What follows belongs to an exercise in optimizing a design on an open flow for small area, a short achievable clock period and few clock cycles per item; a production flow would make more cautious choices. Only simulation tests tie the RTL to the original design; equivalence was not proved. No activity file was given, so power comes from the tool's default toggle rates.

## flow/design.v (module list and top-level ports; edited modules follow where they fit)
// module fsqrt0: 1033 lines
// module fsqrt1: 1033 lines
// module fsqrt2: 1023 lines
// module fsqrt: 48 lines
module fsqrt (
  input wire clk,
  input wire ready,
  input wire [31:0] x1,
  output reg [31:0] y_reg,
  output reg valid
  );
  // ...
==> flow/run.sh <==
#!/bin/bash
# synth_recipe.tcl (not shown) runs the flow's synth.tcl, then flattens the netlist and writes it again
# the make line also repeats each setting of config.mk as NAME=value (left out here)
make -C /OpenROAD-flow-scripts/flow DESIGN_CONFIG=/design/flow/config.mk WORK_HOME=/design/flow/orfs CLKGATE_MAP_FILE= SYNTH_SCRIPT=/design/flow/synth_recipe.tcl finish
==> flow/config.mk <==
export PLATFORM = sky130hd
export DESIGN_NAME = fsqrt
export DESIGN_NICKNAME = fsqrt
export VERILOG_FILES = /design/flow/design.v
export SDC_FILE = /design/flow/constraint.sdc
export NUM_CORES = 4
export LEC_CHECK = 0
export CAP_MARGIN = 40
export CORE_MARGIN = 2
export CORE_UTILIZATION = 35
export PLACE_DENSITY = 0.55
export SLEW_MARGIN = 40
export SYNTH_MEMORY_MAX_BITS = 262144
==> flow/constraint.sdc <==
create_clock -name core_clock -period 8.0 [get_ports {clk}]
set_input_delay 1.6000 -clock core_clock [delete_from_list [all_inputs] [get_ports {clk}]]
set_output_delay 1.6000 -clock core_clock [all_outputs]
set_load 0.01 [all_outputs]
==> summary.txt, run 1 <==
CTS
  – Root Driver: clkbuf_16
  – Max Buffers Root-to-Sink: 2
  – H-Tree Depth: 3
  – Cts hold-fix bufs: 0

Outcome
  – Error: [ERROR GRT-0116] Global routing finished with congestion. Check the congestion regions in the DRC Viewer.
  – Status: did not finish
  – Stop stage: global routing (5_1_grt)

Place
  – Placer Congestion: ~1.5
  – IO Port Bufs: 66
  – Place WS: -0.431 ns
  – Placed Instance Area: 57700 µm²

Synthesis
  – Mux share of post-synthesis cell area: 0.0219
  – Synth warn: 3
  – Mapped Avg Cell Area: 6.62 µm²
  – XOR/XNOR Fraction of Synth Area: 0.0596
  – Simple-Gate Fraction of Synth Area: 0.202
  – Synthesized-area fraction occupied by adder cells: 0.148
  – Synth Cell Area: 49100 µm²
  – Mapped Cells: 7412

Global routing
  – Met3 usage: 0.876
  – Number of global-route vias before repair: 92100
  – Met1 usage: 0.919
  – Largest net degree at the start of global routing: 120
  – GRT overflow: ~4700

Floorplanning
  – Initial Util: 0.352
  – Die height: 378 µm
Testbench counts, summed over its fixed seeds: cycles 12,000, items 12,000.
==> module fsqrt, before the edit <==
module fsqrt (
  input wire clk,
  input wire ready,
  input wire [31:0] x1,
  output reg [31:0] y_reg,
  output reg valid
  );
  wire [9:0] idx = {x1[23], x1[22:14]};
  wire [22:0] t1, t2;
  fsqrt0 u0(idx, t1);
  fsqrt1 u1(idx, t2);
  wire [7:0] e1 = x1[30:23];
  wire [7:0] eabs = e1[7] ? e1 - 8'd127 : 8'd128 - e1;
  wire [7:0] ehalf = eabs >> 1;
  wire [7:0] e = e1[7] ? 8'd127 + ehalf : 8'd127 - ehalf;
  wire sh24 = x1[23] & (|x1[22:14]);
  wire [25:0] mp = sh24 ? {2'b01, x1[22:0], 1'b0} : {1'b1, x1[22:0], 2'b0};   
  wire [26:0] mb = {1'b0, mp};
  reg [12:0] neg, one, two;
  integer j;
  always @* begin
    for (j = 0; j < 13; j = j + 1) begin
      neg[j] = mb[2*j+2] & ~(mb[2*j+1] & mb[2*j]);
      one[j] = mb[2*j+1] ^ mb[2*j];
      two[j] = (mb[2*j+2] & ~mb[2*j+1] & ~mb[2*j]) | (~mb[2*j+2] & mb[2*j+1] & mb[2*j]);
    end
  end
  reg s_r, ones_r;
  reg [7:0] e_r;
  reg [22:0] y1_r, y2_r;
  reg [12:0] neg_r, one_r, two_r;
  always @(posedge clk) begin
    valid <= ready;
    s_r <= x1[31];
    e_r <= e;
    ones_r <= &x1[22:2];
    y1_r <= t1;
    y2_r <= t2;
    neg_r <= neg;
    one_r <= one;
    two_r <= two;
  end
  wire [22:0] sm;
  wire [1:0] top;
  fsqrt2 u2(neg_r, one_r, two_r, y1_r, y2_r, sm, top);
  wire [22:0] r = (ones_r && top == 2'b00) ? 23'h7fffff : sm;
  always @* y_reg = {s_r, e_r, r};
endmodule
==> run 2: changes to the inputs <==
--- a/flow/design.v
+++ b/flow/design.v
@@ -3122,5 +3122,5 @@
     end
   end
-  reg s_r, ones_r;
+  reg s_r, sat_r;
   reg [7:0] e_r;
   reg [22:0] y1_r, y2_r;
@@ -3130,5 +3130,5 @@
     s_r <= x1[31];
     e_r <= e;
-    ones_r <= &x1[22:2];
+    sat_r <= ~x1[23] & (&x1[22:2]) & (x1[1] | x1[0]);
     y1_r <= t1;
     y2_r <= t2;
@@ -3140,5 +3140,5 @@
   wire [1:0] top;
   fsqrt2 u2(neg_r, one_r, two_r, y1_r, y2_r, sm, top);
-  wire [22:0] r = (ones_r && top == 2'b00) ? 23'h7fffff : sm;
+  wire [22:0] r = sm | {23{sat_r}};
   always @* y_reg = {s_r, e_r, r};
 endmodule
--- a/flow/config.mk
+++ b/flow/config.mk
@@ -8,6 +8,6 @@
 export CAP_MARGIN = 40
 export CORE_MARGIN = 2
-export CORE_UTILIZATION = 35
-export PLACE_DENSITY = 0.55
+export CORE_UTILIZATION = 25
+export PLACE_DENSITY = 0.35
 export SLEW_MARGIN = 40
 export SYNTH_MEMORY_MAX_BITS = 262144
==> summary.txt, run 2 <==
Outcome
  – Status: did not finish (unchanged)
  – Stop stage: global routing (5_1_grt) (unchanged)
  – Error: [ERROR GRT-0116] Global routing finished with congestion. Check the congestion regions in the DRC Viewer. (unchanged)

Place
  – IO Port Bufs: 66 (unchanged)
  – Post-DP HPWL: 511 mm (was 454 mm)
  – Placed cells: 10400 (was 9463)
  – Placer Congestion: 1.33 (was 1.51)

Floorplanning
  – Initial Util: 0.252 (was 0.352)
  – Site Rows: 162 (was 137)
  – Die height: 448 µm (was 378 µm)
  – I/O pins: 67 (unchanged)
  – Die width: 448 µm (was 378 µm)

Synthesis
  – Register area share after synthesis: 0.0386 (was 0.0388)
  – Async S/R FF share, synth: 0 (unchanged)
  – Largest area contributor in the netlist: fa_1 (unchanged)
  – Syn nets: 7762 (was 7858)
  – Mapped Avg Cell Area: 6.73 µm² (was 6.62 µm²)
  – Top_reg_cell synth: dfxtp_1 (unchanged)
  – Share of the synthesized area in the top cell type: 0.112 (was 0.113)
  – Synth area leaders: fa_1 (11%), a21oi_1 (7.1%), o21ai_0 (6.8%) (was fa_1 (11%), o21ai_0 (7.2%), a21oi_1 (6.8%))
  – Most frequent cell after synthesis: a21oi_1 (was o21ai_0)
  – Mapped Cells: 7316 (was 7412)
  – Number of synthesized flops with an enable pin: 0 (unchanged)
  – Synth warn: 3 (unchanged)
  – Synth Register Bits: 95 (unchanged)
  – Synth cell count leaders: a21oi_1 (700), o21ai_0 (671), nand2_1 (551) (was o21ai_0 (703), a21oi_1 (670), nand2_1 (596))
  – Synth Cell Area: 49300 µm² (was 49100 µm²)
  – Synth cell types: 125 (was 109)

CTS
  – H-Tree Depth: 3 (unchanged)
  – TritonCTS Buffers: 9 (unchanged)
  – Root Driver: clkbuf_16 (unchanged)
  – Max Buffers Root-to-Sink: 2 (unchanged)
  – Clk sink count: 95 (unchanged)

Global routing
  – Overall Global Routing Usage: 0.716
  – First-pass GRT wire length: 953 mm
  – GRT overflow: about 140
  – Number of global-route vias before repair: ~85000
  – Largest net degree at the start of global routing: 146
run 2: metal layers:
layer,GRT overflow,track usage
met1,0,0.728
met2,82,0.851
met3,1,0.585
met4,54,0.671
met5,0,0.423
run 2: logic make-up after synthesis:
logic type	synth area share
AOI/OAI and AO/OA	0.430
and+or+nand+nor	0.190
buffers and inverters	0.113
adders and majority gates	0.147
xor gates and xnor gates	0.0599
DFF	0.0386
muxes	0.0215
run 2: how the worst max path moves through the flow:
| stage | slack [ns] | startpoint | cells past startpoint | endpoint |
|---|---|---|---|---|
| floorplan | 0.0001 | neg_r[2]$_DFF_P_ | 22 | y_reg[17] |
| global placement | -1.16 | y2_r[21]$_DFF_P_ | 22 | y_reg[22] |
| detailed placement | -0.79 | y2_r[22]$_SDFF_PN0_ | 23 | y_reg[22] |
| CTS | -0.26 | y2_r[20]$_DFF_P_ | 24 | y_reg[13] |
run 2: repair_timing:
item | 4_1_cts
endpoints found under the setup margin | 23
hold buffers | 0
cloned | 0
pin swaps | 61
resized for setup | 178
setup buffers | 21
hold endpoints to repair | 0
run 2: through the flow:
step	hold slack, ns	area [µm²]	setup slack [ns]	util
after floorplan	1.63	49300	0.000148	-
after global placement	2.05	60700	-1.16	0.311
after detailed placement	2.05	61200	-0.792	0.313
after CTS	1.56	62100	-0.262	0.318
run 2: power groups by stage:
| stage | sequential (mW) | combinational (mW) | clock (mW) |
|---|---|---|---|
| 2_1_floorplan | 0.586 | 26.6 | 0 |
| 3_3_place_gp | 0.616 | 54.2 | 0 |
| 3_5_place_dp | 0.619 | 53.1 | 0 |
| 4_1_cts | 0.611 | 58.1 | 0.519 |
Testbench counts of run 2, summed over its fixed seeds: cycles 12,000, items 12,000.
